Background: an optimization exercise with open tools, aiming at small area. Do not read the settings as production practice. Only simulation tests tie the RTL to the original design; equivalence was not proved. No activity file was given, so power comes from the tool's default toggle rates.

==> flow/design.v, too long to show whole: its modules and the start of the top module <==
// module Reg_32bit: 11 lines
// module RegFile_32bit: 249 lines
// module ALU: 165 lines
// module Flags_reg: 13 lines
// module IF_Unit: 89 lines
// module IFID_reg: 36 lines
// module ID_Unit: 173 lines
// module CPU_control: 258 lines
// module Hazard_Detect: 100 lines
// module PC_control: 121 lines
// module IDEX_reg: 163 lines
// module EX_Unit: 107 lines
// module EXMEM_reg: 65 lines
// module MEM_Unit: 58 lines
// module MEMWB_reg: 36 lines
// module WB_Unit: 26 lines
// module Data_Forward: 53 lines
// module Trap_Handler: 257 lines
// module CPU: 591 lines
// module CPU_PPU_Interface: 142 lines
// module tron_top: 83 lines
module tron_top
(
	input				clk,
	input				rst,
	input				keyboard_intr,
	input [7:0]		keyboard_data,
	input				game_tick_intr,
	input				stack_overflow_intr,
	output			imem_en,
	output [11:0]	imem_addr,
	input [31:0]	imem_rdata,
	output			dmem_en,
	output			dmem_we,
	output [11:0]	dmem_addr,
	output [31:0]	dmem_wdata,
	input [31:0]	dmem_rdata,
	output			BGTTWrite,
	output			BGATWrite,
	output [9:0]	BGWrite_addr,
	output [7:0]	BGWrite_data,
	output [3:0]	OAMWrite,
	output [5:0]	OAMWrite_addr,
	output [31:0]	OAMWrite_data,
	output			interrupt_return
);
  // ...
==> flow/run.sh <==
#!/bin/bash
# synth_recipe.tcl (not shown) runs the flow's synth.tcl, then flattens the netlist and writes it again
# the make line also repeats each setting of config.mk as NAME=value (left out here)
make -C /OpenROAD-flow-scripts/flow DESIGN_CONFIG=/design/flow/config.mk WORK_HOME=/design/flow/orfs CLKGATE_MAP_FILE= SYNTH_SCRIPT=/design/flow/synth_recipe.tcl finish
==> flow/config.mk <==
export PLATFORM = sky130hd
export DESIGN_NAME = tron_top
export DESIGN_NICKNAME = tron_top
export VERILOG_FILES = /design/flow/design.v
export SDC_FILE = /design/flow/constraint.sdc
export NUM_CORES = 4
export LEC_CHECK = 0
export CAP_MARGIN = 20
export CORE_MARGIN = 2
export CORE_UTILIZATION = 40
export SLEW_MARGIN = 20
==> flow/constraint.sdc <==
create_clock -name core_clock -period 22.0 [get_ports {clk}]
set_input_delay 4.4000 -clock core_clock [delete_from_list [all_inputs] [get_ports {clk}]]
set_output_delay 4.4000 -clock core_clock [all_outputs]
set_load 0.01 [all_outputs]
==> flow_summary.ini, run 1 <==
[finish]
n_sequential_cell = 1653
multi_input_gates = 5070
n_antenna_cell = 18
area_share_nonclk_buffers_pct = 5.00
fin_area_um2 = 92400
fin_util_pct = 46.8

[cts]
cts_resized = 0
cts-htree-levels = 4
clock_latency_ps = 890
post-cts-setup-buffers = 0

[sta]
rsz0062_at_grt = false
setup_slack_ps = 2790

[power_and_ir_drop]
vdd_drop_max_mv = 0.0920
p_comb_mw = 5.21
power_leakage_nw = 33.8
power.switching_mw = 5.64

[worst_setup_path]
critPathSlowestCell = nor2_4
reg2reg_slack_ps = 5510
critPathMaxStageDelay_ps = 830

[drt]
wl_met2_mm = 189
dr_wl_met3_mm = 65.5
first_pass_iters = 12

[die]
dieArea_um2 = 202000

[synthesis]
synth_area_um2 = 79500
synth_compound_area_share_pct = 22.7
yosysTopAreaCellShare_pct = 37.5
synth-warning-count = 21
ys.flop_type = edfxtp_1

[grt]
grt_pass1_wl_mm = 615
grt_remaining_overflow = 0

[outcome]
run_status = finished clean

[place]
pre_cts_ws_ps = 2230
==> module EXMEM_reg, before the edit <==
module EXMEM_reg
(
	clk, rst, RegWrite_in, MemWrite_in, MemRead_in, 
	MemToReg_in, MemSrc_in, DestReg_in, ALU_addr_in,
	NON_ALU_addr_in, MemWrite_data_in, call_in, ret_in,
	clr_ret_hazard,
	RegWrite_out, MemWrite_out, MemRead_out,
	MemToReg_out, MemSrc_out, DestReg_out,
	ALU_addr_out, NON_ALU_addr_out,
	MemWrite_data_out, call_out, ret_out
);
input			clk;
input			rst;
input			RegWrite_in;
input			MemWrite_in;
input			MemRead_in;
input			MemToReg_in;
input			MemSrc_in;
input			call_in;
input			ret_in;
input 		clr_ret_hazard;
input [4:0] 		DestReg_in;
input [31:0] 		ALU_addr_in;
input [31:0] 		NON_ALU_addr_in;
input [31:0] 		MemWrite_data_in;
output reg		RegWrite_out;
output reg		MemWrite_out;
output reg		MemRead_out;
output reg		MemToReg_out;
output reg		MemSrc_out;
output reg		call_out;
output reg		ret_out;
output reg [4:0] 		DestReg_out;
output reg [31:0] 	ALU_addr_out;
output reg [31:0] 	NON_ALU_addr_out;
output reg [31:0] 	MemWrite_data_out;
always @(posedge clk) begin
	if (rst) begin
		RegWrite_out		<= 1'b0;
		MemWrite_out		<= 1'b0;
		MemRead_out			<= 1'b0;
		MemToReg_out		<= 1'b0;
		MemSrc_out			<= 1'b0;
		call_out				<= 1'b0;
		ret_out				<= 1'b0;
		DestReg_out			<= 0;
		ALU_addr_out		<= 0;
		NON_ALU_addr_out	<= 0;
		MemWrite_data_out	<= 0;
	end
	else begin
		RegWrite_out		<= RegWrite_in;
		MemWrite_out		<= MemWrite_in;
		MemRead_out			<= MemRead_in;
		MemToReg_out		<= MemToReg_in;
		MemSrc_out			<= MemSrc_in;
		call_out				<= call_in;
		ret_out				<= ret_in & ~clr_ret_hazard;
		DestReg_out			<= DestReg_in;
		ALU_addr_out		<= ALU_addr_in;
		NON_ALU_addr_out	<= NON_ALU_addr_in;
		MemWrite_data_out	<= MemWrite_data_in;
	end
end
endmodule
==> run 2, diff against run 1 <==
--- a/flow/design.v
+++ b/flow/design.v
@@ -1,17 +1,5 @@
 `timescale 1ns / 1ps
-module Reg_32bit(clk, en, d, q);
-    input clk, en;
-    input [31:0] d;
-    output reg [31:0] q;
-    always @(posedge clk) begin  
-        if (en)
-           q <= d;    
-        else
-           q <= q;
-    end
-endmodule
-`timescale 1ns / 1ps
 module RegFile_32bit
 (
-	clk, rst, RegWrite, Read_Reg_1, Read_Reg_2, 
+	clk, rst, RegWrite, Read_Reg_1, Read_Reg_2,
 	Read_Reg_1_en, Read_Reg_2_en,
@@ -20,243 +8,36 @@
 );
-  input clk, rst;
-  input RegWrite;  
-  input Read_Reg_1_en;
-  input Read_Reg_2_en; 
-  input [4:0] Read_Reg_1;
-  input [4:0] Read_Reg_2;
-  input [4:0] Write_Reg;
-  input [31:0] Write_Bus_in;
-  output reg [31:0] Read_Bus_1;
-  output reg [31:0] Read_Bus_2;
-  localparam   REG_0     =    5'b00000;
-  localparam   REG_1     =    5'b00001;
-  localparam   REG_2     =    5'b00010;
-  localparam   REG_3     =    5'b00011;
-  localparam   REG_4     =    5'b00100;
-  localparam   REG_5     =    5'b00101;
-  localparam   REG_6     =    5'b00110;
-  localparam   REG_7     =    5'b00111;
-  localparam   REG_8     =    5'b01000;
-  localparam   REG_9     =    5'b01001;
-  localparam   REG_10    =    5'b01010;
-  localparam   REG_11    =    5'b01011;
-  localparam   REG_12    =    5'b01100;
-  localparam   REG_13    =    5'b01101;
-  localparam   REG_14    =    5'b01110;
-  localparam   REG_15    =    5'b01111;
-  localparam   REG_16    =    5'b10000;
-  localparam   REG_17    =    5'b10001;
-  localparam   REG_18    =    5'b10010;
-  localparam   REG_19    =    5'b10011;
-  localparam   REG_20    =    5'b10100;
-  localparam   REG_21    =    5'b10101;
-  localparam   REG_22    =    5'b10110;
-  localparam   REG_23    =    5'b10111;
-  localparam   REG_24    =    5'b11000;
-  localparam   REG_25    =    5'b11001;
-  localparam   REG_26    =    5'b11010;
-  localparam   REG_27    =    5'b11011;
-  localparam   REG_28    =    5'b11100;
-  localparam   REG_29    =    5'b11101;
-  localparam   REG_30    =    5'b11110;
-  localparam   REG_31    =    5'b11111;
-  wire [31:0] 	out1,out2,out3,out4,
-              	out5,out6,out7,out8,
-              	out9,out10,out11,out12,
-              	out13,out14,out15,out16,
-					out17,out18,out19,out20,
-					out21,out22,out23,out24,
-					out25,out26,out27,out28,
-					out29,out30,out31;
-	wire [31:0] Write_Bus;
-	wire [31:0] zero,at,v0,v1,a0,a1,a2,a3,t0,t1,t2,t3,t4,t5,t6,t7,s0,s1,s2,s3,s4,s5,s6,s7,t8,t9,t10,au,idr,sp,epc,ra;
-	assign zero = 32'h00000000;
-	assign at = out1;
-	assign v0 = out2;
-	assign v1 = out3;
-	assign a0 = out4;
-	assign a1 = out5;
-	assign a2 = out6;
-	assign a3 = out7;
-	assign t0 = out8;
-	assign t1 = out9;
-	assign t2 = out10;
-	assign t3 = out11;
-	assign t4 = out12;
-	assign t5 = out13;
-	assign t6 = out14;
-	assign t7 = out15;
-	assign s0 = out16;
-	assign s1 = out17;
-	assign s2 = out18;
-	assign s3 = out19;
-	assign s4 = out20;
-	assign s5 = out21;
-	assign s6 = out22;
-	assign s7 = out23;
-	assign t8 = out24;
-	assign t9 = out25;
-	assign t10 = out26;
-	assign au = out27;
-	assign idr = out28;
-	assign sp = out29;
-	assign epc = out30;
-	assign ra = out31;
-	assign Write_Bus = (rst) ? 32'h00000000 : Write_Bus_in;
-  reg [30:0] RegWriteSel;
-  Reg_32bit Assembler_Temp(.clk(clk), .en(RegWriteSel[0]), .d(Write_Bus), .q(out1));	 
-  Reg_32bit Func_Result_1(.clk(clk), .en(RegWriteSel[1]), .d(Write_Bus), .q(out2));		 
-  Reg_32bit Func_Result_2(.clk(clk), .en(RegWriteSel[2]), .d(Write_Bus), .q(out3));		 
-  Reg_32bit Arg_Reg_1(.clk(clk), .en(RegWriteSel[3]), .d(Write_Bus), .q(out4));			 
-  Reg_32bit Arg_Reg_2(.clk(clk), .en(RegWriteSel[4]), .d(Write_Bus), .q(out5));			 
-  Reg_32bit Arg_Reg_3(.clk(clk), .en(RegWriteSel[5]), .d(Write_Bus), .q(out6));			 
-  Reg_32bit Arg_Reg_4(.clk(clk), .en(RegWriteSel[6]), .d(Write_Bus), .q(out7));			 
-  Reg_32bit Temp_Reg_1(.clk(clk), .en(RegWriteSel[7]), .d(Write_Bus), .q(out8));		 
-  Reg_32bit Temp_Reg_2(.clk(clk), .en(RegWriteSel[8]), .d(Write_Bus), .q(out9));		 
-  Reg_32bit Temp_Reg_3(.clk(clk), .en(RegWriteSel[9]), .d(Write_Bus), .q(out10));		 
-  Reg_32bit Temp_Reg_4(.clk(clk), .en(RegWriteSel[10]), .d(Write_Bus), .q(out11));		 
-  Reg_32bit Temp_Reg_5(.clk(clk), .en(RegWriteSel[11]), .d(Write_Bus), .q(out12));		 
-  Reg_32bit Temp_Reg_6(.clk(clk), .en(RegWriteSel[12]), .d(Write_Bus), .q(out13));		 
-  Reg_32bit Temp_Reg_7(.clk(clk), .en(RegWriteSel[13]), .d(Write_Bus), .q(out14));		 
-  Reg_32bit Temp_Reg_8(.clk(clk), .en(RegWriteSel[14]), .d(Write_Bus), .q(out15));		 
-  Reg_32bit Temp_Reg_9(.clk(clk), .en(RegWriteSel[15]), .d(Write_Bus), .q(out16));		 
-  Reg_32bit Temp_Reg_10(.clk(clk), .en(RegWriteSel[16]), .d(Write_Bus), .q(out17));		 
-  Reg_32bit Temp_Reg_11(.clk(clk), .en(RegWriteSel[17]), .d(Write_Bus), .q(out18));		 
-  Reg_32bit Saved_Temp_Reg_1(.clk(clk), .en(RegWriteSel[18]), .d(Write_Bus), .q(out19));	 
-  Reg_32bit Saved_Temp_Reg_2(.clk(clk), .en(RegWriteSel[19]), .d(Write_Bus), .q(out20));	 
-  Reg_32bit Saved_Temp_Reg_3(.clk(clk), .en(RegWriteSel[20]), .d(Write_Bus), .q(out21));	 
-  Reg_32bit Saved_Temp_Reg_4(.clk(clk), .en(RegWriteSel[21]), .d(Write_Bus), .q(out22));	 
-  Reg_32bit Saved_Temp_Reg_5(.clk(clk), .en(RegWriteSel[22]), .d(Write_Bus), .q(out23));	 
-  Reg_32bit Saved_Temp_Reg_6(.clk(clk), .en(RegWriteSel[23]), .d(Write_Bus), .q(out24));	 
-  Reg_32bit Saved_Temp_Reg_7(.clk(clk), .en(RegWriteSel[24]), .d(Write_Bus), .q(out25));	 
-  Reg_32bit Saved_Temp_Reg_8(.clk(clk), .en(RegWriteSel[25]), .d(Write_Bus), .q(out26));	 
-  Reg_32bit Audio_Address(.clk(clk), .en(RegWriteSel[26]), .d(Write_Bus), .q(out27));		 
-  Reg_32bit Global_Pointer(.clk(clk), .en(RegWriteSel[27]), .d(Write_Bus), .q(out28));		 
-  Reg_32bit Stack_Pointer(.clk(clk), .en(RegWriteSel[28]), .d(Write_Bus_in), .q(out29));		 
-  Reg_32bit Frame_Pointer(.clk(clk), .en(RegWriteSel[29]), .d(Write_Bus), .q(out30));		 
-  Reg_32bit Return_Address(.clk(clk), .en(RegWriteSel[30]), .d(Write_Bus), .q(out31));		 
-always @(negedge clk) begin
-	if (Read_Reg_1_en) begin
-		case(Read_Reg_1)
-			REG_0 : Read_Bus_1 <= 32'h00000000;
-			REG_1 : Read_Bus_1 <= out1;
-			REG_2 : Read_Bus_1 <= out2;
-			REG_3 : Read_Bus_1 <= out3;
-			REG_4 : Read_Bus_1 <= out4;
-			REG_5 : Read_Bus_1 <= out5;
-			REG_6 : Read_Bus_1 <= out6;
-			REG_7 : Read_Bus_1 <= out7;
-			REG_8 : Read_Bus_1 <= out8;
-			REG_9 : Read_Bus_1 <= out9;
-			REG_10 : Read_Bus_1 <= out10;
-			REG_11 : Read_Bus_1 <= out11;
-			REG_12 : Read_Bus_1 <= out12;
-			REG_13 : Read_Bus_1 <= out13;
-			REG_14 : Read_Bus_1 <= out14;
-			REG_15 : Read_Bus_1 <= out15;
-			REG_16 : Read_Bus_1 <= out16;
-			REG_17 : Read_Bus_1 <= out17;
-			REG_18 : Read_Bus_1 <= out18;
-			REG_19 : Read_Bus_1 <= out19;
-			REG_20 : Read_Bus_1 <= out20;
-			REG_21 : Read_Bus_1 <= out21;
-			REG_22 : Read_Bus_1 <= out22;
-			REG_23 : Read_Bus_1 <= out23;
-			REG_24 : Read_Bus_1 <= out24;
-			REG_25 : Read_Bus_1 <= out25;
-			REG_26 : Read_Bus_1 <= out26;
-			REG_27 : Read_Bus_1 <= out27;
-			REG_28 : Read_Bus_1 <= out28;
-			REG_29 : Read_Bus_1 <= out29;
-			REG_30 : Read_Bus_1 <= out30;
-			REG_31 : Read_Bus_1 <= out31;
-		endcase
-	end
-	else begin
-		Read_Bus_1 <= 32'h00000000;
-	end
-	if (Read_Reg_2_en) begin
-		case(Read_Reg_2)
-			REG_0 : Read_Bus_2 <= 32'h00000000;
-			REG_1 : Read_Bus_2 <= out1;
-			REG_2 : Read_Bus_2 <= out2;
-			REG_3 : Read_Bus_2 <= out3;
-			REG_4 : Read_Bus_2 <= out4;
-			REG_5 : Read_Bus_2 <= out5;
-			REG_6 : Read_Bus_2 <= out6;
-			REG_7 : Read_Bus_2 <= out7;
-			REG_8 : Read_Bus_2 <= out8;
-			REG_9 : Read_Bus_2 <= out9;
-			REG_10 : Read_Bus_2 <= out10;
-			REG_11 : Read_Bus_2 <= out11;
-			REG_12 : Read_Bus_2 <= out12;
-			REG_13 : Read_Bus_2 <= out13;
-			REG_14 : Read_Bus_2 <= out14;
-			REG_15 : Read_Bus_2 <= out15;
-			REG_16 : Read_Bus_2 <= out16;
-			REG_17 : Read_Bus_2 <= out17;
-			REG_18 : Read_Bus_2 <= out18;
-			REG_19 : Read_Bus_2 <= out19;
-			REG_20 : Read_Bus_2 <= out20;
-			REG_21 : Read_Bus_2 <= out21;
-			REG_22 : Read_Bus_2 <= out22;
-			REG_23 : Read_Bus_2 <= out23;
-			REG_24 : Read_Bus_2 <= out24;
-			REG_25 : Read_Bus_2 <= out25;
-			REG_26 : Read_Bus_2 <= out26;
-			REG_27 : Read_Bus_2 <= out27;
-			REG_28 : Read_Bus_2 <= out28;
-			REG_29 : Read_Bus_2 <= out29;
-			REG_30 : Read_Bus_2 <= out30;
-			REG_31 : Read_Bus_2 <= out31;
-		endcase
-	end
-	else begin
-		Read_Bus_2 <= 32'h00000000;
-	end
-end
-always @(negedge clk) begin
-	if (rst) begin
-			RegWriteSel 	<= 31'h7FFFFFFF;
-	end
-	else if (RegWrite) begin
-		case(Write_Reg)
-			REG_1 : RegWriteSel 	<= 31'h00000001;
-			REG_2 : RegWriteSel 	<= 31'h00000002;
-			REG_3 : RegWriteSel 	<= 31'h00000004;
-			REG_4 : RegWriteSel 	<= 31'h00000008;
-			REG_5 : RegWriteSel 	<= 31'h00000010;
-			REG_6 : RegWriteSel 	<= 31'h00000020;
-			REG_7 : RegWriteSel 	<= 31'h00000040;
-			REG_8 : RegWriteSel 	<= 31'h00000080;
-			REG_9 : RegWriteSel 	<= 31'h00000100;
-			REG_10 : RegWriteSel 	<= 31'h00000200;
-			REG_11 : RegWriteSel 	<= 31'h00000400;
-			REG_12 : RegWriteSel 	<= 31'h00000800;
-			REG_13 : RegWriteSel 	<= 31'h00001000;
-			REG_14 : RegWriteSel 	<= 31'h00002000;
-			REG_15 : RegWriteSel 	<= 31'h00004000;
-			REG_16 : RegWriteSel 	<= 31'h00008000;
-			REG_17 : RegWriteSel 	<= 31'h00010000;
-			REG_18 : RegWriteSel 	<= 31'h00020000;
-			REG_19 : RegWriteSel 	<= 31'h00040000;
-			REG_20 : RegWriteSel 	<= 31'h00080000;
-			REG_21 : RegWriteSel 	<= 31'h00100000;
-			REG_22 : RegWriteSel 	<= 31'h00200000;
-			REG_23 : RegWriteSel 	<= 31'h00400000;
-			REG_24 : RegWriteSel 	<= 31'h00800000;
-			REG_25 : RegWriteSel 	<= 31'h01000000;
-			REG_26 : RegWriteSel 	<= 31'h02000000;
-			REG_27 : RegWriteSel 	<= 31'h04000000;
-			REG_28 : RegWriteSel 	<= 31'h08000000;
-			REG_29 : RegWriteSel 	<= 31'h10000000;
-			REG_30 : RegWriteSel 	<= 31'h20000000;
-			REG_31 : RegWriteSel 	<= 31'h40000000;
-			default : RegWriteSel	<= 31'h00000000;
-		endcase
-	end
-	else begin
-		RegWriteSel <= 31'h00000000;
-	end
-end
+input clk, rst;
+input RegWrite;
+input Read_Reg_1_en;
+input Read_Reg_2_en;
+input [4:0] Read_Reg_1;
+input [4:0] Read_Reg_2;
+input [4:0] Write_Reg;
+input [31:0] Write_Bus_in;
+output reg [31:0] Read_Bus_1;
+output [31:0] Read_Bus_2;
+wire [31:0] Write_Bus = rst ? 32'h00000000 : Write_Bus_in;
+wire [31:0] Write_Bus_sp = rst ? 32'h00000FFF : Write_Bus_in;
+wire [31:0] regs [0:31];
+assign regs[0] = 32'h00000000;
+genvar i;
+generate
+	for (i = 1; i < 32; i = i + 1) begin : r
+		reg [31:0] q;
+		always @(posedge clk) begin
+			if (rst | (RegWrite & (Write_Reg == i)))
+				q <= (i == 29) ? Write_Bus_sp : Write_Bus;
+		end
+		assign regs[i] = q;
+	end
+endgenerate
+reg ph_pos, ph_neg;
+always @(posedge clk) ph_pos <= rst ? 1'b0 : ~ph_pos;
+always @(negedge clk) ph_neg <= rst ? 1'b1 : ph_pos;
+wire first_half = ph_pos ^ ph_neg;
+wire [4:0] rd_addr = first_half ? (Read_Reg_1 & {5{Read_Reg_1_en}})
+                                : (Read_Reg_2 & {5{Read_Reg_2_en}});
+wire [31:0] rd_data = regs[rd_addr];
+always @(negedge clk) Read_Bus_1 <= rd_data;
+assign Read_Bus_2 = rd_data;
 endmodule
@@ -264,165 +45,38 @@
 module ALU(clk, N, Z, V, ALU_in1, ALU_in2, ALU_out, opcode, ALU_done);
-   input [31:0] ALU_in1, ALU_in2;  
+   input [31:0] ALU_in1, ALU_in2;
    input [4:0] opcode;
    input clk;
+   output N, Z, V, ALU_done;
+   output [31:0] ALU_out;
    reg V_hold;
    always @(posedge clk) V_hold <= V;
-   output reg N, Z, V, ALU_done;
-   output reg [31:0] ALU_out;
-	localparam ADD		= 5'h00;
-	localparam ADDI	= 5'h01;
-	localparam SUB		= 5'h02;
-	localparam NAND	= 5'h03;
-	localparam AND		= 5'h04;
-	localparam ANDI	= 5'h05;
-	localparam SRL		= 5'h06; 
-	localparam SLL		= 5'h07;
-	localparam XOR		= 5'h08;
-	localparam OR		= 5'h0A; 
-	localparam NO_OP	= 5'h1F;
-always@(*) begin
-	case(opcode)
-		ADD: begin
-			{V, ALU_out} = ALU_in1 + ALU_in2;
-			ALU_done = 1;
-			if((ALU_out & 32'h8000_0000) > 0)
-				N = 1;
-			else
-				N = 0;
-			if((ALU_out | 32'h0000_0000) == 0)
-				Z = 1;
-			else
-				Z = 0;
-		end
-		ADDI: begin
-			{V, ALU_out} = ALU_in1 + ALU_in2;
-			ALU_done = 1;      
-			if((ALU_out & 32'h8000_0000) > 0)
-				N = 1;
-			else
-				N = 0;
-			if((ALU_out | 32'h0000_0000) == 0)
-				Z = 1;
-			else
-				Z = 0;
-		end
-		SUB: begin
-			{V, ALU_out} = (ALU_in1 - ALU_in2);  
-			ALU_done = 1;
-			if((ALU_out & 32'h8000_0000) > 0)
-				N = 1;
-			else
-				N = 0;
-			if((ALU_out | 32'h0000_0000) == 0)
-				Z = 1;
-			else
-				Z = 0;
-		end
-		AND: begin
-			ALU_out = (ALU_in1 & ALU_in2);
-			ALU_done = 1;
-			V = 0;
-			if((ALU_out & 32'h8000_0000) > 0)
-				N = 1;
-			else
-				N = 0;
-			if((ALU_out | 32'h0000_0000) == 0)
-				Z = 1;
-			else
-				Z = 0;
-		end
-		ANDI: begin
-			V = 0;
-			ALU_out = (ALU_in1 & ALU_in2);
-			ALU_done = 1;
-			if((ALU_out & 32'h8000_0000) > 0)
-				N = 1;
-			else
-				N = 0;
-			if((ALU_out | 32'h0000_0000) == 0)
-				Z = 1;
-			else
-				Z = 0;
-		end
-		SLL: begin
-			ALU_out = (ALU_in1 << ALU_in2);
-			ALU_done = 1;
-			V = V_hold;
-			if((ALU_out & 32'h8000_0000) > 0)
-				N = 1;
-			else
-				N = 0;
-			if((ALU_out | 32'h0000_0000) == 0)
-				Z = 1;
-			else
-				Z = 0;
-		end
-		SRL: begin
-			ALU_out = (ALU_in1 >> ALU_in2);
-			ALU_done = 1;
-			V = V_hold;
-			if((ALU_out & 32'h8000_0000) > 0)
-				N = 1;
-			else
-				N = 0;
-			if((ALU_out | 32'h0000_0000) == 0)
-				Z = 1;
-			else
-				Z = 0;
-		end
-		NAND: begin
-			ALU_out = ~(ALU_in1 & ALU_in2);
-			ALU_done = 1;
-			V = 0;
-			if((ALU_out & 32'h8000_0000) > 0)
-				N = 1;
-			else
-				N = 0;
-			if((ALU_out | 32'h0000_0000) == 0)
-				Z = 1;
-			else
-				Z = 0;
-		end
-		XOR: begin
-			ALU_out = (ALU_in1 ^ ALU_in2);
-			ALU_done = 1;
-			V = 0;
-			if((ALU_out & 32'h8000_0000) > 0)
-				N = 1;
-			else
-				N = 0;
-			if((ALU_out | 32'h0000_0000) == 0)
-				Z = 1;
-			else
-				Z = 0;
-		end   
-		OR: begin
-			ALU_out = (ALU_in1 | ALU_in2);
-			ALU_done = 1;
-			V = 0;
-			if((ALU_out & 32'h8000_0000) > 0)
-				N = 1;
-			else
-				N = 0;
-			if((ALU_out | 32'h0000_0000) == 0)
-				Z = 1;
-			else
-				Z = 0;
-		end		
-		NO_OP: begin 
-			N = 0;
-			Z = 0;
-			V = 0;
-			ALU_done = 0;
-			ALU_out = 32'h00000000;
-		end 
-		default: begin
-			N = 0;
-			Z = 0;
-			V = 0;
-			ALU_done = 0;
-			ALU_out = 32'h00000000;
-		end
-	endcase
-end
+   wire op_add   = (opcode == 5'h00) | (opcode == 5'h01);
+   wire op_sub   = (opcode == 5'h02);
+   wire op_nand  = (opcode == 5'h03);
+   wire op_and   = (opcode == 5'h04) | (opcode == 5'h05);
+   wire op_srl   = (opcode == 5'h06);
+   wire op_sll   = (opcode == 5'h07);
+   wire op_xor   = (opcode == 5'h08);
+   wire op_or    = (opcode == 5'h0A);
+   wire op_arith = op_add | op_sub;
+   wire op_shift = op_srl | op_sll;
+   wire [32:0] sum = {1'b0, ALU_in1} + {1'b0, ALU_in2 ^ {32{op_sub}}} + {32'd0, op_sub};
+   wire        carry = sum[32] ^ op_sub;
+   function [31:0] rev(input [31:0] x);
+      integer k;
+      for (k = 0; k < 32; k = k + 1) rev[k] = x[31-k];
+   endfunction
+   wire [31:0] sh_in  = op_sll ? ALU_in1 : rev(ALU_in1);
+   wire [31:0] sh_l   = sh_in << ALU_in2[4:0];
+   wire [31:0] sh_out = op_sll ? sh_l : rev(sh_l);
+   assign ALU_out = ({32{op_arith}} & sum[31:0])
+                  | ({32{op_and}}   & (ALU_in1 & ALU_in2))
+                  | ({32{op_nand}}  & ~(ALU_in1 & ALU_in2))
+                  | ({32{op_xor}}   & (ALU_in1 ^ ALU_in2))
+                  | ({32{op_or}}    & (ALU_in1 | ALU_in2))
+                  | ({32{op_shift}} & sh_out);
+   assign ALU_done = op_arith | op_and | op_nand | op_xor | op_or | op_shift;
+   assign N = ALU_out[31];
+   assign Z = ALU_done & (ALU_out == 32'd0);
+   assign V = (op_arith & carry) | (op_shift & V_hold);
 endmodule
@@ -588,3 +242,3 @@
 	MemWrite_data, intr_return,
-	S_type_index, S_type_value						 
+	zero_in1
 );
@@ -614,4 +268,3 @@
 output					intr_return;			 
-output 		[9:0]		S_type_index;	
-output 		[31:0]	S_type_value;	
+output					zero_in1;
 wire	[4:0] 	R_I_A_type_rd;	 
@@ -646,4 +299,2 @@
 assign J_type_imm 	= instruction_in[25:0];																					
-assign S_type_value 	= (ID_forward_src_in1 == 1'b1) ? RegWrite_Data_in: Read_Bus_1;								
-assign S_type_index 	= ((ID_forward_src_in2 == 1'b1)&&(~SP_update)) ? RegWrite_Data_in: Read_Bus_2[9:0];	
 assign A_type_imm 	= instruction_in[20:0];																					
@@ -663,34 +314,14 @@
 always @(*) begin
+	ALU_input_1 = branch ? PC_in : Read_Bus_1;	 
 	case (alu_src)
-		2'b00 :	begin
-			ALU_input_1 = Read_Bus_1;
-			ALU_input_2 = Read_Bus_2;
-		end
-		2'b01 :	begin
-			if (branch) begin
-				ALU_input_1 = PC_in; 
-			end
-			else begin
-				ALU_input_1 = Read_Bus_1;
-			end
-			ALU_input_2 = sign_ext;
-		end
-		2'b10 :	begin
-			ALU_input_1 = Read_Bus_1;
-			if (SP_update) begin
-				ALU_input_2 = 32'h0001;
-			end
-			else begin
-				ALU_input_2 = {26'h0000000, R_type_shamt};
-			end
-		end
-		2'b11 :	begin
-			ALU_input_1 = 32'h00000000;
-			ALU_input_2 = 32'h00000000;
-		end
+		2'b00 :	ALU_input_2 = Read_Bus_2;
+		2'b01 :	ALU_input_2 = sign_ext;
+		2'b10 :	ALU_input_2 = SP_update ? 32'h00000001 : {27'h0000000, R_type_shamt};
+		2'b11 :	ALU_input_2 = 32'h00000000;
 	endcase
 end
+assign zero_in1 = (alu_src == 2'b11) & ~ID_forward_src_in1;
 assign ALU_input1_mux_out 	= (ID_forward_src_in1 == 1'b1) ? RegWrite_Data_in: ALU_input_1;
 assign ALU_input2_mux_out 	= ((ID_forward_src_in2 == 1'b1)&&(~SP_update)) ? RegWrite_Data_in: ALU_input_2;
-assign MemWrite_data	  		= (ID_forward_src_in2 == 1'b1) ? RegWrite_Data_in: Read_Bus_2;
+assign MemWrite_data	  		= ((ID_forward_src_in2 == 1'b1) ? RegWrite_Data_in: Read_Bus_2) | (call ? PC_in : 32'h00000000);
 always @(*) begin
@@ -1240,3 +871,3 @@
 	ALU_input_2_in,
-	PC_in, MemWrite_data_in,
+	zero_in1_in, MemWrite_data_in,
 	Read_Reg_1_en_in,
@@ -1253,3 +884,3 @@
 	ALU_input_1_out, ALU_input_2_out,
-	PC_out, MemWrite_data_out,
+	zero_in1_out, MemWrite_data_out,
 	alu_src_out,
@@ -1278,3 +909,3 @@
 input [31:0] 	ALU_input_2_in;
-input [31:0]	PC_in;
+input			zero_in1_in;
 input [31:0]	MemWrite_data_in;
@@ -1298,3 +929,3 @@
 output reg [31:0] ALU_input_2_out;
-output reg [31:0]	PC_out;
+output reg			zero_in1_out;
 output reg [31:0]	MemWrite_data_out;
@@ -1323,3 +954,3 @@
 		ALU_input_2_out		<= 0;
-		PC_out					<= 0;
+		zero_in1_out			<= 0;
 		MemWrite_data_out 	<= 0;
@@ -1349,3 +980,3 @@
 		ALU_input_2_out		<= ALU_input_2_in;
-		PC_out					<= PC_in;
+		zero_in1_out			<= zero_in1_in;
 		MemWrite_data_out 	<= MemWrite_data_in;
@@ -1378,3 +1009,3 @@
 		ALU_input_2_out		<= ALU_input_2_in;
-		PC_out					<= PC_in;
+		zero_in1_out			<= zero_in1_in;
 		MemWrite_data_out 	<= MemWrite_data_in;
@@ -1398,2 +1029,3 @@
 	load_imm, MemWrite_data_in,
+	zero_in1,
 	EX_forward_src_in1,
@@ -1405,17 +1037,18 @@
 	push, alu_src,
-	RegWrite_out, MemWrite_out, MemRead_out,
-	MemToReg_out, MemSrc_out, DestReg_out,
-	MemWrite_data_out, ALU_addr, NON_ALU_addr,
-	reg_1_data, PC_in, branch_out, ret_out,
+	clr_ret_hazard,
+	RegWrite_out, MemToReg_out, DestReg_out,
+	MemWrite_data_out, ALU_addr,
+	reg_1_data, branch_out, ret_out,
+	MemAddr_out, MemAddr_high, MemEn_out, MemWe_out,
 	N_out, Z_out, V_out,
-	ALU_done, call_out
+	ALU_done
 );
 input			clk;
-input [4:0] opcode;			 
-input			branch_in;		 
-input			call_in;			 
+input [4:0] opcode;
+input			branch_in;
+input			call_in;
 input			ret_in;
 input 		pop_haz_in;
-input			load_imm;		 
-input			RegWrite_in;	 
+input			load_imm;
+input			RegWrite_in;
 input			MemWrite_in;
@@ -1426,8 +1059,9 @@
 input	[1:0]	alu_src;
-input [4:0]		DestReg_in;			 
-input [31:0] 	PC_in;				 
-input [31:0] 	ALU_input_1;		 
-input [31:0] 	ALU_input_2;		 
+input			zero_in1;		 
+input			clr_ret_hazard;
+input [4:0]		DestReg_in;
+input [31:0] 	ALU_input_1;
+input [31:0] 	ALU_input_2;
 input [31:0]	MemWrite_data_in;	 
-input [1:0] 	EX_forward_src_in1; 
+input [1:0] 	EX_forward_src_in1;
 input [1:0]		EX_forward_src_in2;
@@ -1437,61 +1071,48 @@
 input [31:0]	EXMEM_ALU_addr;
-output			RegWrite_out;	 
-output			MemWrite_out;
-output			MemRead_out;
+output			RegWrite_out;
 output			MemToReg_out;
-output			MemSrc_out;
 output			ret_out;
-output			call_out;
 output			ALU_done;
-output [4:0] 			DestReg_out;		 
-output reg 	[31:0] 	ALU_addr;			 
-output 		[31:0]	NON_ALU_addr;		 
+output [4:0] 	DestReg_out;
+output reg 	[31:0] 	ALU_addr;
 output	 	[31:0] 	MemWrite_data_out;
-output		[31:0]	reg_1_data;
-output			branch_out;					 
-output 			N_out, Z_out, V_out;		 
-wire				ALU_mux_in2_src;
+output		[31:0]	reg_1_data;		 
+output			branch_out;
+output 			N_out, Z_out, V_out;
+output [11:0]	MemAddr_out;		 
+output			MemAddr_high;		 
+output			MemEn_out;			 
+output			MemWe_out;			 
 wire [31:0]		ALU_out;
-wire [31:0]		ALU_mux_in1, ALU_mux_in2;
-wire [31:0]		ALU_mux_in2_push;
-assign reg_1_data		= ALU_mux_in1;
-assign NON_ALU_addr	= ALU_mux_in1; 
-assign MemWrite_out 	= MemWrite_in;
-assign MemRead_out 	= MemRead_in;
+wire [31:0]		fwd1, fwd2;
+wire [31:0]		ALU_mux_in1, ALU_in2;
 assign MemToReg_out 	= MemToReg_in;
-assign MemSrc_out 	= MemSrc_in;
 assign branch_out		= branch_in;
-assign call_out		= call_in;
 assign ret_out			= ret_in;
-assign ALU_mux_in1 		= 	(EX_forward_src_in1 == 2'b01) ? MEM_ALUfrwd_data:
-									(EX_forward_src_in1 == 2'b10) ? WB_ALUfrwd_data:
-									(EX_forward_src_in1 == 2'b11) ? MEM_Memfrwd_data:
-									ALU_input_1;
-assign ALU_mux_in2 		= 	(EX_forward_src_in2 == 2'b01) ? MEM_ALUfrwd_data:
-									(EX_forward_src_in2 == 2'b10) ? WB_ALUfrwd_data:
-									(EX_forward_src_in2 == 2'b11) ? MEM_Memfrwd_data:
-									ALU_input_2;
-assign ALU_mux_in2_src	= 	(alu_src == 2'b01) ? 1'b1:
-									(alu_src == 2'b10) ? 1'b1:
-									1'b0;
-assign ALU_mux_in2_push = (push | ALU_mux_in2_src) ? ALU_input_2: ALU_mux_in2;
-assign MemWrite_data_out = (call_in) ? PC_in:
-									(EX_forward_src_in2 == 2'b01) ? MEM_ALUfrwd_data:
-									(EX_forward_src_in2 == 2'b10) ? WB_ALUfrwd_data:
-									(EX_forward_src_in2 == 2'b11) ? MEM_Memfrwd_data:
-									MemWrite_data_in;
+assign fwd1 = 	(EX_forward_src_in1 == 2'b01) ? MEM_ALUfrwd_data:
+					(EX_forward_src_in1 == 2'b10) ? WB_ALUfrwd_data:
+					MEM_Memfrwd_data;
+assign fwd2 = 	(EX_forward_src_in2 == 2'b01) ? MEM_ALUfrwd_data:
+					(EX_forward_src_in2 == 2'b10) ? WB_ALUfrwd_data:
+					MEM_Memfrwd_data;
+assign reg_1_data = (|EX_forward_src_in1) ? fwd1 : ALU_input_1;
+assign ALU_mux_in1 = (|EX_forward_src_in1) ? fwd1 : (ALU_input_1 & {32{~zero_in1}});
+assign ALU_in2 = ((|EX_forward_src_in2) & ~push & (alu_src[1] ~^ alu_src[0])) ? fwd2 : ALU_input_2;
+assign MemWrite_data_out = (|EX_forward_src_in2) ? fwd2 : MemWrite_data_in;
 assign DestReg_out	= (pop_haz_in) ? 5'b11101 : DestReg_in;
 assign RegWrite_out	= (pop_haz_in) ? 1'b1 : RegWrite_in;
-ALU ALU1(.clk(clk), .N(N_out), .Z(Z_out), .V(V_out), .ALU_in1(ALU_mux_in1), .ALU_in2(ALU_mux_in2_push), .ALU_out(ALU_out), .opcode(opcode), .ALU_done(ALU_done));
+ALU ALU1(.clk(clk), .N(N_out), .Z(Z_out), .V(V_out), .ALU_in1(ALU_mux_in1), .ALU_in2(ALU_in2), .ALU_out(ALU_out), .opcode(opcode), .ALU_done(ALU_done));
 always @(*) begin
-	if (load_imm) begin
-		ALU_addr = ALU_input_2;  
-	end
-	else if(pop_haz_in)begin
+	if (load_imm)
+		ALU_addr = ALU_input_2;
+	else if (pop_haz_in)
 		ALU_addr = EXMEM_ALU_addr;
-	end
-	else begin
+	else
 		ALU_addr = ALU_out;
-	end
 end
+wire [31:0] MemAddr_full = (MemSrc_in | call_in) ? reg_1_data : ALU_addr;
+assign MemAddr_out  = MemAddr_full[11:0];
+assign MemAddr_high = (MemAddr_full > 32'h00000400);
+assign MemWe_out    = MemWrite_in | call_in;
+assign MemEn_out    = MemWrite_in | call_in | MemRead_in | (ret_in & ~clr_ret_hazard);
 endmodule
@@ -1500,10 +1121,8 @@
 (
-	clk, rst, RegWrite_in, MemWrite_in, MemRead_in, 
-	MemToReg_in, MemSrc_in, DestReg_in, ALU_addr_in,
-	NON_ALU_addr_in, MemWrite_data_in, call_in, ret_in,
-	clr_ret_hazard,
-	RegWrite_out, MemWrite_out, MemRead_out,
-	MemToReg_out, MemSrc_out, DestReg_out,
-	ALU_addr_out, NON_ALU_addr_out,
-	MemWrite_data_out, call_out, ret_out
+	clk, rst, RegWrite_in, MemToReg_in, ret_in, clr_ret_hazard,
+	DestReg_in, ALU_addr_in, MemWrite_data_in,
+	MemAddr_in, MemAddr_high_in, MemEn_in, MemWe_in,
+	RegWrite_out, MemToReg_out, ret_out,
+	DestReg_out, ALU_addr_out, MemWrite_data_out,
+	MemAddr_out, MemEn_out, MemWe_out
 );
@@ -1512,7 +1131,3 @@
 input			RegWrite_in;
-input			MemWrite_in;
-input			MemRead_in;
 input			MemToReg_in;
-input			MemSrc_in;
-input			call_in;
 input			ret_in;
@@ -1521,10 +1136,9 @@
 input [31:0] 		ALU_addr_in;
-input [31:0] 		NON_ALU_addr_in;
 input [31:0] 		MemWrite_data_in;
+input [11:0]		MemAddr_in;
+input				MemAddr_high_in;
+input				MemEn_in;
+input				MemWe_in;
 output reg		RegWrite_out;
-output reg		MemWrite_out;
-output reg		MemRead_out;
 output reg		MemToReg_out;
-output reg		MemSrc_out;
-output reg		call_out;
 output reg		ret_out;
@@ -1532,4 +1146,6 @@
 output reg [31:0] 	ALU_addr_out;
-output reg [31:0] 	NON_ALU_addr_out;
 output reg [31:0] 	MemWrite_data_out;
+output reg [11:0]		MemAddr_out;
+output reg				MemEn_out;
+output reg				MemWe_out;
 always @(posedge clk) begin
@@ -1537,7 +1153,3 @@
 		RegWrite_out		<= 1'b0;
-		MemWrite_out		<= 1'b0;
-		MemRead_out			<= 1'b0;
 		MemToReg_out		<= 1'b0;
-		MemSrc_out			<= 1'b0;
-		call_out				<= 1'b0;
 		ret_out				<= 1'b0;
@@ -1545,4 +1157,6 @@
 		ALU_addr_out		<= 0;
-		NON_ALU_addr_out	<= 0;
 		MemWrite_data_out	<= 0;
+		MemAddr_out			<= 0;
+		MemEn_out			<= 1'b0;
+		MemWe_out			<= 1'b0;
 	end
@@ -1550,7 +1164,3 @@
 		RegWrite_out		<= RegWrite_in;
-		MemWrite_out		<= MemWrite_in;
-		MemRead_out			<= MemRead_in;
 		MemToReg_out		<= MemToReg_in;
-		MemSrc_out			<= MemSrc_in;
-		call_out				<= call_in;
 		ret_out				<= ret_in & ~clr_ret_hazard;
@@ -1558,63 +1168,6 @@
 		ALU_addr_out		<= ALU_addr_in;
-		NON_ALU_addr_out	<= NON_ALU_addr_in;
 		MemWrite_data_out	<= MemWrite_data_in;
-	end
-end
-endmodule
-`timescale 1ns / 1ps
-module MEM_Unit
-(
-	RegWrite_in, MemWrite, 					 
-	MemRead, MemToReg_in, MemSrc,
-	DestReg_in, ALU_addr, NON_ALU_addr,
-	MemWrite_data, call_in, ret_in,
-	MemRead_data_frm_MemCtrl,				 
-	RegWrite_out,								 
-	MemToReg_out,
-	DestReg_out,
-	ALU_result_out,
-	MemRead_data,
-	ret_out,
-	MemAddr_to_MemCtrl,						 
-	MemRead_to_MemCtrl,
-	MemWrite_to_MemCtrl,
-	MemWrite_data_to_MemCtrl
-);
-input 		call_in;
-input 		ret_in;
-input 		RegWrite_in;		
-input 		MemWrite;			 
-input 		MemRead;				 
-input 		MemSrc;				 
-input 		MemToReg_in;		 
-input [4:0]  	DestReg_in;		 
-input [31:0] 	ALU_addr;		 
-input [31:0] 	NON_ALU_addr;	 
-input [31:0] 	MemWrite_data;	 
-input [31:0] 	MemRead_data_frm_MemCtrl;
-output				ret_out;
-output 				RegWrite_out;
-output 				MemToReg_out;
-output [4:0] 		DestReg_out;
-output [31:0] 		ALU_result_out;
-output [31:0] 		MemRead_data;
-output 				MemRead_to_MemCtrl;
-output 				MemWrite_to_MemCtrl;
-output [31:0] 		MemWrite_data_to_MemCtrl;
-output reg [31:0] MemAddr_to_MemCtrl;
-assign ALU_result_out 	= ALU_addr;
-assign DestReg_out 		= DestReg_in;
-assign RegWrite_out 		= RegWrite_in;
-assign MemToReg_out 		= MemToReg_in;
-assign ret_out 			= ret_in;
-assign MemRead_to_MemCtrl 			= (MemRead | ret_in);
-assign MemWrite_to_MemCtrl 		= (MemWrite | call_in);
-assign MemWrite_data_to_MemCtrl 	= MemWrite_data;
-assign MemRead_data	= MemRead_data_frm_MemCtrl;
-always @(*) begin
-	if (MemSrc | call_in) begin
-		MemAddr_to_MemCtrl = NON_ALU_addr;
-	end
-	else begin
-		MemAddr_to_MemCtrl = ALU_addr; 
+		MemAddr_out			<= MemAddr_in;
+		MemEn_out			<= MemEn_in & MemAddr_high_in;
+		MemWe_out			<= MemWe_in;
 	end
@@ -1628,3 +1181,3 @@
 	RegWrite_out, MemToReg_out, DestReg_out,
-	ALU_result_out, MemRead_data_out
+	RegWrite_data_out
 );
@@ -1640,4 +1193,3 @@
 output reg [4:0]		DestReg_out;
-output reg [31:0] 	ALU_result_out;
-output reg [31:0] 	MemRead_data_out;
+output reg [31:0] 	RegWrite_data_out;
 always @(posedge clk) begin
@@ -1647,4 +1199,3 @@
 		DestReg_out			<= 0;
-		ALU_result_out		<= 0;
-		MemRead_data_out	<= 0;
+		RegWrite_data_out	<= 0;
 	end
@@ -1654,31 +1205,3 @@
 		DestReg_out			<= DestReg_in;
-		ALU_result_out		<= ALU_result_in;
-		MemRead_data_out	<= MemRead_data_in;
-	end
-end
-endmodule
-`timescale 1ns / 1ps
-module WB_Unit
-(
-	MemToReg, MemRead_data, ALU_result, 
-	DestReg_in, RegWrite_in,
-	DestReg_out, RegWrite_out,
-	RegWrite_data
-);
-input 			RegWrite_in;
-input 			MemToReg;
-input [4:0]		DestReg_in;
-input [31:0] 	ALU_result;
-input [31:0] 	MemRead_data;
-output					RegWrite_out;
-output 		[4:0]		DestReg_out;
-output reg 	[31:0] 	RegWrite_data;
-assign DestReg_out	= DestReg_in;
-assign RegWrite_out	= RegWrite_in;
-always @(MemRead_data, ALU_result, MemToReg) begin
-	if (MemToReg) begin
-		RegWrite_data = MemRead_data;
-	end
-	else begin
-		RegWrite_data = ALU_result;
+		RegWrite_data_out	<= MemToReg_in ? MemRead_data_in : ALU_result_in;
 	end
@@ -2009,8 +1532,3 @@
 	PPU_en, opcode,
-	interrupt_return,
-	EX_forward_src_in1,
-	EX_forward_src_in2,
-	MEM_ALUfrwd_data,
-	WB_ALUfrwd_data,
-	MEM_Memfrwd_data
+	interrupt_return
 );
@@ -2035,7 +1553,4 @@
 output			interrupt_return;
-output [1:0]	EX_forward_src_in1;
-output [1:0]	EX_forward_src_in2;
-output [31:0]	MEM_ALUfrwd_data;
-output [31:0]	WB_ALUfrwd_data;
-output [31:0]	MEM_Memfrwd_data;
+wire [1:0]	EX_forward_src_in1;
+wire [1:0]	EX_forward_src_in2;
 wire [31:0]	IFU_PC_IM;
@@ -2162,3 +1677,12 @@
 wire [31:0] MEMWB_ALU_result_out;
-wire [31:0] MEMWB_MemRead_data_out;
+wire [31:0]	MEMWB_RegWrite_data_out;
+wire			IDU_zero_in1;
+wire			IDEX_zero_in1;
+wire [11:0]	EXU_MemAddr;
+wire			EXU_MemAddr_high;
+wire			EXU_MemEn;
+wire			EXU_MemWe;
+wire [11:0]	EXMEM_MemAddr;
+wire			EXMEM_MemEn;
+wire			EXMEM_MemWe;
 wire			WBU_RegWrite_out;
@@ -2178,9 +1702,6 @@
 wire			TH_branch_to_gametick_ISR;
-assign S_type_index	= IDU_S_type_index;
-assign S_type_value	= IDU_S_type_value;
+assign S_type_index	= EXU_MemWrite_data_out[9:0];
+assign S_type_value	= EXU_ALU_mux_in1;
 assign PPU_en			= CPU_cntrl_OAMWrite;
 assign opcode			= IDU_opcode;
-assign MEM_ALUfrwd_data = EXMEM_ALU_addr_out;
-assign WB_ALUfrwd_data	= MEMWB_ALU_result_out;
-assign MEM_Memfrwd_data = MEM_MemRead_data_out;
 IF_Unit IFU 
@@ -2262,4 +1783,3 @@
 		.intr_return(interrupt_return),
-		.S_type_index(IDU_S_type_index),
-		.S_type_value(IDU_S_type_value)
+		.zero_in1(IDU_zero_in1)
 );
@@ -2324,3 +1844,3 @@
 		.PC_in(IFID_PC_out[31:26]),
-		.PC_stack_pointer(MEM_MemRead_data_out),
+		.PC_stack_pointer(dmem_rdata),
 		.ALU_result(EXU_ALU_addr),
@@ -2332,3 +1852,3 @@
 		.call(CPU_cntrl_call),
-		.ret(MEM_ret_out), 
+		.ret(EXMEM_ret_out), 
 		.jreg(IDEX_jreg),
@@ -2347,3 +1867,3 @@
 		.rst(rst),
-		.en((EXU_ALU_done & !EXU_MemWrite_out & !EXU_MemRead_out & !EXU_branch_out & !IFID_keep_flags) | interrupt_return),
+		.en((EXU_ALU_done & !IDEX_MemWrite_out & !IDEX_MemRead_out & !IDEX_branch_out & !IFID_keep_flags) | interrupt_return),
 		.d(Flags_in),
@@ -2382,3 +1902,3 @@
 		.DestReg_in(IDU_DestReg),
-		.PC_in(IDU_PC_out),
+		.zero_in1_in(IDU_zero_in1),
 		.MemWrite_data_in(IDU_MemWrite_data),
@@ -2406,3 +1926,3 @@
 		.DestReg_out(IDEX_DestReg_out),
-		.PC_out(IDEX_PC_out),
+		.zero_in1_out(IDEX_zero_in1),
 		.MemWrite_data_out(IDEX_MemWrite_data_out),
@@ -2432,3 +1952,3 @@
 		.load_imm(IDEX_load_imm_out),
-		.PC_in(IDEX_PC_out),
+		.zero_in1(IDEX_zero_in1),
 		.EX_forward_src_in1(EX_forward_src_in1),
@@ -2436,4 +1956,4 @@
 		.MEM_ALUfrwd_data(EXMEM_ALU_addr_out),
-		.WB_ALUfrwd_data(MEMWB_ALU_result_out),
-		.MEM_Memfrwd_data(MEM_MemRead_data_out),
+		.WB_ALUfrwd_data(MEMWB_RegWrite_data_out),
+		.MEM_Memfrwd_data(dmem_rdata),
 		.pop_haz_in(IDEX_pop_haz),
@@ -2442,8 +1962,5 @@
 		.alu_src(IDEX_alu_src_out),
+		.clr_ret_hazard(clr_ret_hazard),
 		.RegWrite_out(EXU_RegWrite_out),
-		.MemWrite_out(EXU_MemWrite_out),
-		.MemRead_out(EXU_MemRead_out),
 		.MemToReg_out(EXU_MemToReg_out),
-		.MemSrc_out(EXU_MemSrc_out),
-		.call_out(EXU_call_out),
 		.ret_out(EXU_ret_out),
@@ -2451,3 +1968,2 @@
 		.ALU_addr(EXU_ALU_addr),
-		.NON_ALU_addr(EXU_NON_ALU_addr),
 		.reg_1_data(EXU_ALU_mux_in1),
@@ -2455,2 +1971,6 @@
 		.branch_out(EXU_branch_out),
+		.MemAddr_out(EXU_MemAddr),
+		.MemAddr_high(EXU_MemAddr_high),
+		.MemEn_out(EXU_MemEn),
+		.MemWe_out(EXU_MemWe),
 		.N_out(N_flag), .Z_out(Z_flag), .V_out(V_flag),
@@ -2463,7 +1983,3 @@
 		.RegWrite_in(EXU_RegWrite_out),
-		.MemWrite_in(EXU_MemWrite_out),
-		.MemRead_in(EXU_MemRead_out), 
 		.MemToReg_in(EXU_MemToReg_out),
-		.MemSrc_in(EXU_MemSrc_out),
-		.call_in(EXU_call_out),
 		.ret_in(EXU_ret_out),
@@ -2472,10 +1988,9 @@
 		.ALU_addr_in(EXU_ALU_addr),
-		.NON_ALU_addr_in(EXU_NON_ALU_addr),
 		.MemWrite_data_in(EXU_MemWrite_data_out),
+		.MemAddr_in(EXU_MemAddr),
+		.MemAddr_high_in(EXU_MemAddr_high),
+		.MemEn_in(EXU_MemEn),
+		.MemWe_in(EXU_MemWe),
 		.RegWrite_out(EXMEM_RegWrite_out),
-		.MemWrite_out(EXMEM_MemWrite_out),
-		.MemRead_out(EXMEM_MemRead_out),
 		.MemToReg_out(EXMEM_MemToReg_out),
-		.MemSrc_out(EXMEM_MemSrc_out),
-		.call_out(EXMEM_call_out),
 		.ret_out(EXMEM_ret_out),
@@ -2483,29 +1998,6 @@
 		.ALU_addr_out(EXMEM_ALU_addr_out),
-		.NON_ALU_addr_out(EXMEM_NON_ALU_addr_out),
-		.MemWrite_data_out(EXMEM_MemWrite_data_out)
-);
-MEM_Unit MEMU
-(
-		.RegWrite_in(EXMEM_RegWrite_out),
-		.MemWrite(EXMEM_MemWrite_out),
-		.MemRead(EXMEM_MemRead_out),
-		.MemToReg_in(EXMEM_MemToReg_out),
-		.MemSrc(EXMEM_MemSrc_out),
-		.call_in(EXMEM_call_out),
-		.ret_in(EXMEM_ret_out),
-		.DestReg_in(EXMEM_DestReg_out),
-		.ALU_addr(EXMEM_ALU_addr_out),
-		.NON_ALU_addr(EXMEM_NON_ALU_addr_out),
-		.MemWrite_data(EXMEM_MemWrite_data_out),
-		.MemRead_data_frm_MemCtrl(MemRead_data_frm_MemCtrl),
-		.RegWrite_out(MEM_RegWrite_out),
-		.MemToReg_out(MEM_MemToReg_out),
-		.DestReg_out(MEM_DestReg_out),
-		.ALU_result_out(MEM_ALU_result_out),
-		.MemRead_data(MEM_MemRead_data_out),
-		.ret_out(MEM_ret_out),
-		.MemAddr_to_MemCtrl(MEM_MemAddr),
-		.MemRead_to_MemCtrl(MEM_MemRead),
-		.MemWrite_to_MemCtrl(MEM_MemWrite),
-		.MemWrite_data_to_MemCtrl(MEM_MemWrite_data)
+		.MemWrite_data_out(EXMEM_MemWrite_data_out),
+		.MemAddr_out(EXMEM_MemAddr),
+		.MemEn_out(EXMEM_MemEn),
+		.MemWe_out(EXMEM_MemWe)
 );
@@ -2513,8 +2005,7 @@
 assign imem_addr	= IFU_PC_IM[11:0];
-assign dmem_en		= (MEM_MemAddr > 32'h00000400) ? (MEM_MemWrite | MEM_MemRead) : 1'b0;
-assign dmem_we		= MEM_MemWrite;
-assign dmem_addr	= MEM_MemAddr[11:0];
-assign dmem_wdata	= MEM_MemWrite_data;
+assign dmem_en		= EXMEM_MemEn;
+assign dmem_we		= EXMEM_MemWe;
+assign dmem_addr	= EXMEM_MemAddr;
+assign dmem_wdata	= EXMEM_MemWrite_data_out;
 assign instr_frm_MemCtrl			= imem_rdata;
-assign MemRead_data_frm_MemCtrl	= dmem_rdata;
 MEMWB_reg MEMWB
@@ -2523,7 +2014,7 @@
 		.rst(rst),
-		.RegWrite_in(MEM_RegWrite_out),
-		.MemToReg_in(MEM_MemToReg_out),
-		.DestReg_in(MEM_DestReg_out),
-		.ALU_result_in(MEM_ALU_result_out),
-		.MemRead_data_in(MEM_MemRead_data_out),
+		.RegWrite_in(EXMEM_RegWrite_out),
+		.MemToReg_in(EXMEM_MemToReg_out),
+		.DestReg_in(EXMEM_DestReg_out),
+		.ALU_result_in(EXMEM_ALU_addr_out),
+		.MemRead_data_in(dmem_rdata),
 		.RegWrite_out(MEMWB_RegWrite_out),
@@ -2531,16 +2022,7 @@
 		.DestReg_out(MEMWB_DestReg_out),
-		.ALU_result_out(MEMWB_ALU_result_out),
-		.MemRead_data_out(MEMWB_MemRead_data_out)
-);
-WB_Unit WBU
-(
-		.RegWrite_in(MEMWB_RegWrite_out),
-		.MemToReg(MEMWB_MemToReg_out),
-		.DestReg_in(MEMWB_DestReg_out),
-		.ALU_result(MEMWB_ALU_result_out), 
-		.MemRead_data(MEMWB_MemRead_data_out),
-		.RegWrite_out(WBU_RegWrite_out),
-		.DestReg_out(WBU_DestReg_out),
-		.RegWrite_data(WBU_RegWrite_data)
+		.RegWrite_data_out(MEMWB_RegWrite_data_out)
 );
+assign WBU_RegWrite_out	= MEMWB_RegWrite_out;
+assign WBU_DestReg_out	= MEMWB_DestReg_out;
+assign WBU_RegWrite_data	= MEMWB_RegWrite_data_out;
 Data_Forward DataForward
@@ -2599,7 +2081,2 @@
 	S_type_value,
-	EX_forward_src_in1,
-	EX_forward_src_in2,
-	MEM_ALUfrwd_data,
-	WB_ALUfrwd_data,
-	MEM_Memfrwd_data,
 	BGTTWrite,
@@ -2616,29 +2093,20 @@
 input [3:0] 	opcode;			 
-input [9:0]		S_type_index;	
-input [31:0]	S_type_value;
-input	[1:0]		EX_forward_src_in1;
-input	[1:0]		EX_forward_src_in2;
-input [31:0]	MEM_ALUfrwd_data;
-input [31:0]	WB_ALUfrwd_data;
-input [31:0]	MEM_Memfrwd_data;
-output reg			BGTTWrite;
-output reg			BGATWrite;
-output reg [9:0]	BGWrite_addr;
-output reg [7:0]	BGWrite_data;
-output reg [3:0]	OAMWrite;
-output reg [5:0]	OAMWrite_addr;
-output reg [31:0]	OAMWrite_data;
-localparam SRM		= 4'h1;
-localparam SSL		= 4'h2;
-localparam SLD		= 4'h3;
-localparam SFT		= 4'h4;
-localparam SBT		= 4'h5;
-localparam SFA		= 4'h6;
-localparam SBA		= 4'h7;
-reg 					enable_ff;
-reg [3:0]			opcode_ff;
-reg [9:0]			S_type_index_ff;
-reg [31:0]			S_type_value_ff;
-wire [9:0] 			S_type_index_mux;
-wire [31:0] 		S_type_value_mux;
+input [9:0]		S_type_index;	 
+input [31:0]	S_type_value;	 
+output			BGTTWrite;
+output			BGATWrite;
+output [9:0]	BGWrite_addr;
+output [7:0]	BGWrite_data;
+output [3:0]	OAMWrite;
+output [5:0]	OAMWrite_addr;
+output [31:0]	OAMWrite_data;
+localparam SRM		= 3'h1;
+localparam SSL		= 3'h2;
+localparam SLD		= 3'h3;
+localparam SFT		= 3'h4;
+localparam SBT		= 3'h5;
+localparam SFA		= 3'h6;
+localparam SBA		= 3'h7;
+reg 			enable_ff;
+reg [2:0]	opcode_ff;
 always@(posedge clk, posedge rst) begin
@@ -2646,88 +2114,25 @@
 		enable_ff 			<= 1'b0;
-		opcode_ff 			<= 4'h0;
-		S_type_index_ff	<= 10'h000;
-		S_type_value_ff	<= 32'h0000_0000;
+		opcode_ff 			<= 3'h0;
 	end
 	else begin
-		enable_ff			<= enable;
-		opcode_ff 			<= opcode;
-		S_type_index_ff	<= S_type_index;
-		S_type_value_ff	<= S_type_value;
-	end
-end
-assign S_type_value_mux = 	(EX_forward_src_in1 == 2'b01) ? MEM_ALUfrwd_data:
-									(EX_forward_src_in1 == 2'b10) ? WB_ALUfrwd_data:
-									(EX_forward_src_in1 == 2'b11) ? MEM_Memfrwd_data:
-																				S_type_value_ff;
-assign S_type_index_mux = 	(EX_forward_src_in2 == 2'b01) ? MEM_ALUfrwd_data[9:0]:
-									(EX_forward_src_in2 == 2'b10) ? WB_ALUfrwd_data[9:0]:
-									(EX_forward_src_in2 == 2'b11) ? MEM_Memfrwd_data[9:0]:
-																				S_type_index_ff;
-always @(*) begin
-	if (enable_ff) begin
-		BGWrite_addr = S_type_index_mux;
-		BGWrite_data = S_type_value_mux[7:0];
-		OAMWrite_addr = S_type_index_mux[5:0];
-		case (opcode_ff)
-			SRM : begin
-				BGTTWrite = 1'b0;
-				BGATWrite = 1'b0;
-				OAMWrite = 4'b1111;
-				OAMWrite_data = 32'hFFFFFFFF;
-			end
-			SSL : begin
-				BGTTWrite = 1'b0;
-				BGATWrite = 1'b0;
-				OAMWrite = 4'b1001;
-				OAMWrite_data = {S_type_value_mux[15:8], 8'd0, 8'd0, S_type_value_mux[7:0]};
-			end
-			SLD : begin
-				BGTTWrite = 1'b0;
-				BGATWrite = 1'b0;
-				OAMWrite = 4'b1111;
-				OAMWrite_data = S_type_value_mux; 
-			end
-			SFT : begin
-				BGTTWrite = 1'b0;
-				BGATWrite = 1'b0;
-				OAMWrite = 4'b0010;
-				OAMWrite_data = {8'd0, 0, S_type_value_mux[7:0], 8'd0};
-			end
-			SBT : begin
-				BGTTWrite = 1'b1;
-				BGATWrite = 1'b0;
-				OAMWrite = 4'b0000;
-				OAMWrite_data = 32'h00000000;
-			end
-			SFA : begin
-				BGTTWrite = 1'b0;
-				BGATWrite = 1'b0;
-				OAMWrite = 4'b0100;
-				OAMWrite_data = {8'd0, S_type_value_mux[7:0], 8'd0, 8'd0};
-			end
-			SBA : begin
-				BGTTWrite = 1'b0;
-				BGATWrite = 1'b1;
-				OAMWrite = 4'b0000;
-				OAMWrite_data = 32'h00000000;
-			end
-			default : begin  
-				BGTTWrite = 1'b0;
-				BGATWrite = 1'b0;
-				OAMWrite = 4'h0;
-				OAMWrite_addr = 6'd0;
-				OAMWrite_data = 32'd0;
-			end
-		endcase
-	end
-	else begin
-			BGWrite_addr = 10'd0;
-			BGWrite_data = 10'd0;
-			BGTTWrite = 1'b0;
-			BGATWrite = 1'b0;
-			OAMWrite = 4'h0;
-			OAMWrite_addr = 6'd0;
-			OAMWrite_data = 32'd0;
+		enable_ff			<= enable & ~opcode[3];
+		opcode_ff 			<= opcode[2:0];
 	end
 end
+wire [31:0] v = S_type_value;
+assign BGTTWrite = enable_ff & (opcode_ff == SBT);
+assign BGATWrite = enable_ff & (opcode_ff == SBA);
+assign BGWrite_addr = S_type_index;
+assign BGWrite_data = v[7:0];
+assign OAMWrite[0] = enable_ff & ((opcode_ff == SRM) | (opcode_ff == SSL) | (opcode_ff == SLD));
+assign OAMWrite[1] = enable_ff & ((opcode_ff == SRM) | (opcode_ff == SLD) | (opcode_ff == SFT));
+assign OAMWrite[2] = enable_ff & ((opcode_ff == SRM) | (opcode_ff == SLD) | (opcode_ff == SFA));
+assign OAMWrite[3] = enable_ff & ((opcode_ff == SRM) | (opcode_ff == SSL) | (opcode_ff == SLD));
+assign OAMWrite_addr = S_type_index[5:0];
+wire srm = (opcode_ff == SRM);
+wire sld = (opcode_ff == SLD);
+assign OAMWrite_data[7:0]   = srm ? 8'hFF : v[7:0];
+assign OAMWrite_data[15:8]  = srm ? 8'hFF : sld ? v[15:8]  : v[7:0];
+assign OAMWrite_data[23:16] = srm ? 8'hFF : sld ? v[23:16] : v[7:0];
+assign OAMWrite_data[31:24] = srm ? 8'hFF : sld ? v[31:24] : v[15:8];
 endmodule
@@ -2763,7 +2168,2 @@
 wire [31:0]	S_type_value;
-wire [1:0]	EX_forward_src_in1;
-wire [1:0]	EX_forward_src_in2;
-wire [31:0]	MEM_ALUfrwd_data;
-wire [31:0]	WB_ALUfrwd_data;
-wire [31:0]	MEM_Memfrwd_data;
 CPU CPU
@@ -2788,8 +2188,3 @@
 	.opcode(S_opcode),
-	.interrupt_return(interrupt_return),
-	.EX_forward_src_in1(EX_forward_src_in1),
-	.EX_forward_src_in2(EX_forward_src_in2),
-	.MEM_ALUfrwd_data(MEM_ALUfrwd_data),
-	.WB_ALUfrwd_data(WB_ALUfrwd_data),
-	.MEM_Memfrwd_data(MEM_Memfrwd_data)
+	.interrupt_return(interrupt_return)
 );
@@ -2803,7 +2198,2 @@
 	.S_type_value(S_type_value),
-	.EX_forward_src_in1(EX_forward_src_in1),
-	.EX_forward_src_in2(EX_forward_src_in2),
-	.MEM_ALUfrwd_data(MEM_ALUfrwd_data),
-	.WB_ALUfrwd_data(WB_ALUfrwd_data),
-	.MEM_Memfrwd_data(MEM_Memfrwd_data),
 	.BGTTWrite(BGTTWrite),
==> flow_summary.ini, run 2 <==
[die]
initial_core_util_pct = 40.3
die_w_um = 415
die_h_um = 415
io-pin-count = 199
rows = 150
dieArea_um2 = 172000

[power_and_ir_drop]
power_density_nw_per_um2 = 119
power_leakage_nw = 29.3
vdd_drop_max_mv = 0.0790

[cts]
cts_resized = 0
cts.path.max_buffers = 3
ctsRootBufferMaster = clkbuf_16
clock_latency_ps = 800
numCtsBuffers = 153
cts-htree-levels = 4
cts.sinks = 1464
post-cts-setup-buffers = 0
clkSlewWorstSetupHoldPaths_ps = 60

[worst_setup_path]
required_ps = 11560
crit_path_end_kind = flop
crit_family = compound AO/OA/AOI/OAI gates
cp_max_fo = 51
worstPathArrival_ps = 9560
critPathSlowestCell = o21ai_0
worstPathCellList = buf_8 -> nor2b_1 -> nand2_1 -> inv_2 -> o21ai_0 -> a32oi_1 -> a2bb2oi_1 -> a211o_1 -> a21oi_4 -> buf_4 -> nor4_2 -> buf_4 -> a22o_1 -> a221oi_1 -> nand3_1 -> nor2_1 -> nand4_1
critPathMaxStageDelay_ps = 670
worst_path_most_repeated_cell = buf_4
cp-start-kind = primary input

[synthesis]
yosysTopAreaCellShare_pct = 44.1
yosys.area.top_type = edfxtp_1
synth_edf_count = 992
synth-warning-count = 18
synth_area_um2 = 67500
synth_area_leaders = edfxtp_1 44%, dfxtp_1 12%, nand2_1 3.2%
async_flop_share_pct = 5.19
post-synth-top-count-cell = edfxtp_1
avgSynthCellArea_um2 = 11.1
ys.flop_type = edfxtp_1
synth_common_cells = 992 x edfxtp_1, 578 x nand2_1, 549 x nor2_1
synth_fp_nets = 6249
ys_ff_latch = 1464

[place]
place_hpwl_mm = 221
routabilityCongestion = 1.09
pre_cts_ws_ps = 1460

[sta]
rsz0062_at_grt = false
setup_slack_ps = 2010
finalSetupTns_ps = 0
setup_violations = 0
tightest_slew_ps = 1320
hold_violations = 0
hold-worst-slack_ps = 425

[finish]
top_register = CPU.IDU.RegFile.r.q
fillerInstances = 15300
fin_util_pct = 47.0
area_growth_pct = 16.5
fin_nets = 6464
final_common_cell = edfxtp_1
largest_register_ffs = 992
multi_input_area_um2 = 26400
register_area_um2 = 39600

[flow_run]
cap_violations = 0

[drt]
viasPerCell = 6.60
drc = 0
first_pass_iters = 10
post_drt_wl_per_cell_um = 37.5

[grt]
grt_max_degree = 144
antenna_found_initial = 18
grt_pass1_wl_mm = 440
grt_remaining_overflow = 0
grt_util_all_layers_pct = 36.4

[outcome]
run_status = finished clean
-- run 2: cell types whose count changed in the layout (fill, tap and decap cells not counted), sizes merged, moves of 62 or more --
| cell | change |
|---|---|
| o21ai | -62 |
| a22o | -179 |
| dfxtp | -146 |
| buf | -72 |
| inv | -112 |
| nor2 | -99 |
| a22oi | -181 |
| a221oi | -181 |
| nor3 | -87 |
| nand4 | -80 |
-- run 2: final timing paths --
| kind | start | endpoint | slack [ps] | depth (start not counted) |
|---|---|---|---|---|
| hold reg to reg | CPU.PC_cntrl.clr_branch_hazard_ff | CPU.PC_branch_ff | 430 | 0 |
| setup / recovery | rst | CPU.IDU.RegFile.Read_Bus_1[17] | 2010 | 17 |
| setup reg to reg | CPU.IFID.instruction_out[29] | CPU.IDU.RegFile.Read_Bus_1[17] | 4890 | 16 |
| max in group asynchronous | rst | CPU.IFU.PC_plus_1[2] | 4870 | 5 |
| hold / removal | CPU.PC_cntrl.clr_branch_hazard_ff | CPU.PC_branch_ff | 430 | 0 |
| min in group asynchronous | rst | CPU.TrapHandler.EPC[14] | 4130 | 3 |
-- run 2: worst register-to-register path: stages (launching register included) --
cell	delay, ps
dfxtp_1	810
nand2_1	360
o221ai_2	490
mux2i_1	620
xnor2_1	130
nor4_1	300
a2bb2oi_1	110
a211o_1	310
a21oi_4	330
buf_4	440
nor4_2	240
buf_4	400
a22o_1	260
a221oi_1	200
nand3_1	110
nor2_1	450
nand4_1	300
-- run 2: cell type report --
type,instances,area share (%)
sequential,1464,50.4
multi-input combinational,4035,33.6
clock buffer,204,5.41
timing repair buffer,455,5.03
tap,2204,3.51
clock inverter,110,1.36
inverter,145,0.699
antenna,6,0.0191
-- run 2: per-layer routing --
| layer | global-route usage (%) | routed length, µm | vias to the layer above |
|---|---|---|---|
| li1 | - | - | 23600 |
| met1 | 44.9 | 118000 | 28500 |
| met2 | 56.4 | 144000 | 3857 |
| met3 | 8.75 | 33000 | 954 |
| met4 | 25.5 | 27700 | 16 |
| met5 | 0 | 103 | - |
-- run 2: per-stage QoR --
step | power (mW) | cells | area [µm²]
after CTS | 9.23 | 8611 | 78500
after global placement | 6.56 | 8298 | 73100
final | 9.36 | 8623 | 78600
after floorplan | 5.06 | 6073 | 67500
after detailed placement | 6.56 | 8298 | 73200
after global routing | 9.59 | 8617 | 78600
-- run 2: power breakdown --
group          switching [mW]  total, mW  internal [mW]  leakage, nW
Sequential              0.344       3.67           3.33         14.5
Combinational            2.06       2.98          0.922         12.1
Clock                    1.17       2.71           1.53         2.70
-- run 2: cells by family (layout without fill, tap and decap cells) --
group	count (synthesis)	after routing	synth area share [%]
compound gates	1782	1782	18.7
xor+xnor	118	118	1.53
fa+ha+maj	99	99	1.85
buf+inv	574	914	3.44
flops	1464	1464	58.7
mux	203	203	3.21
other cells	0	6	0
simple gates	1833	1833	12.6
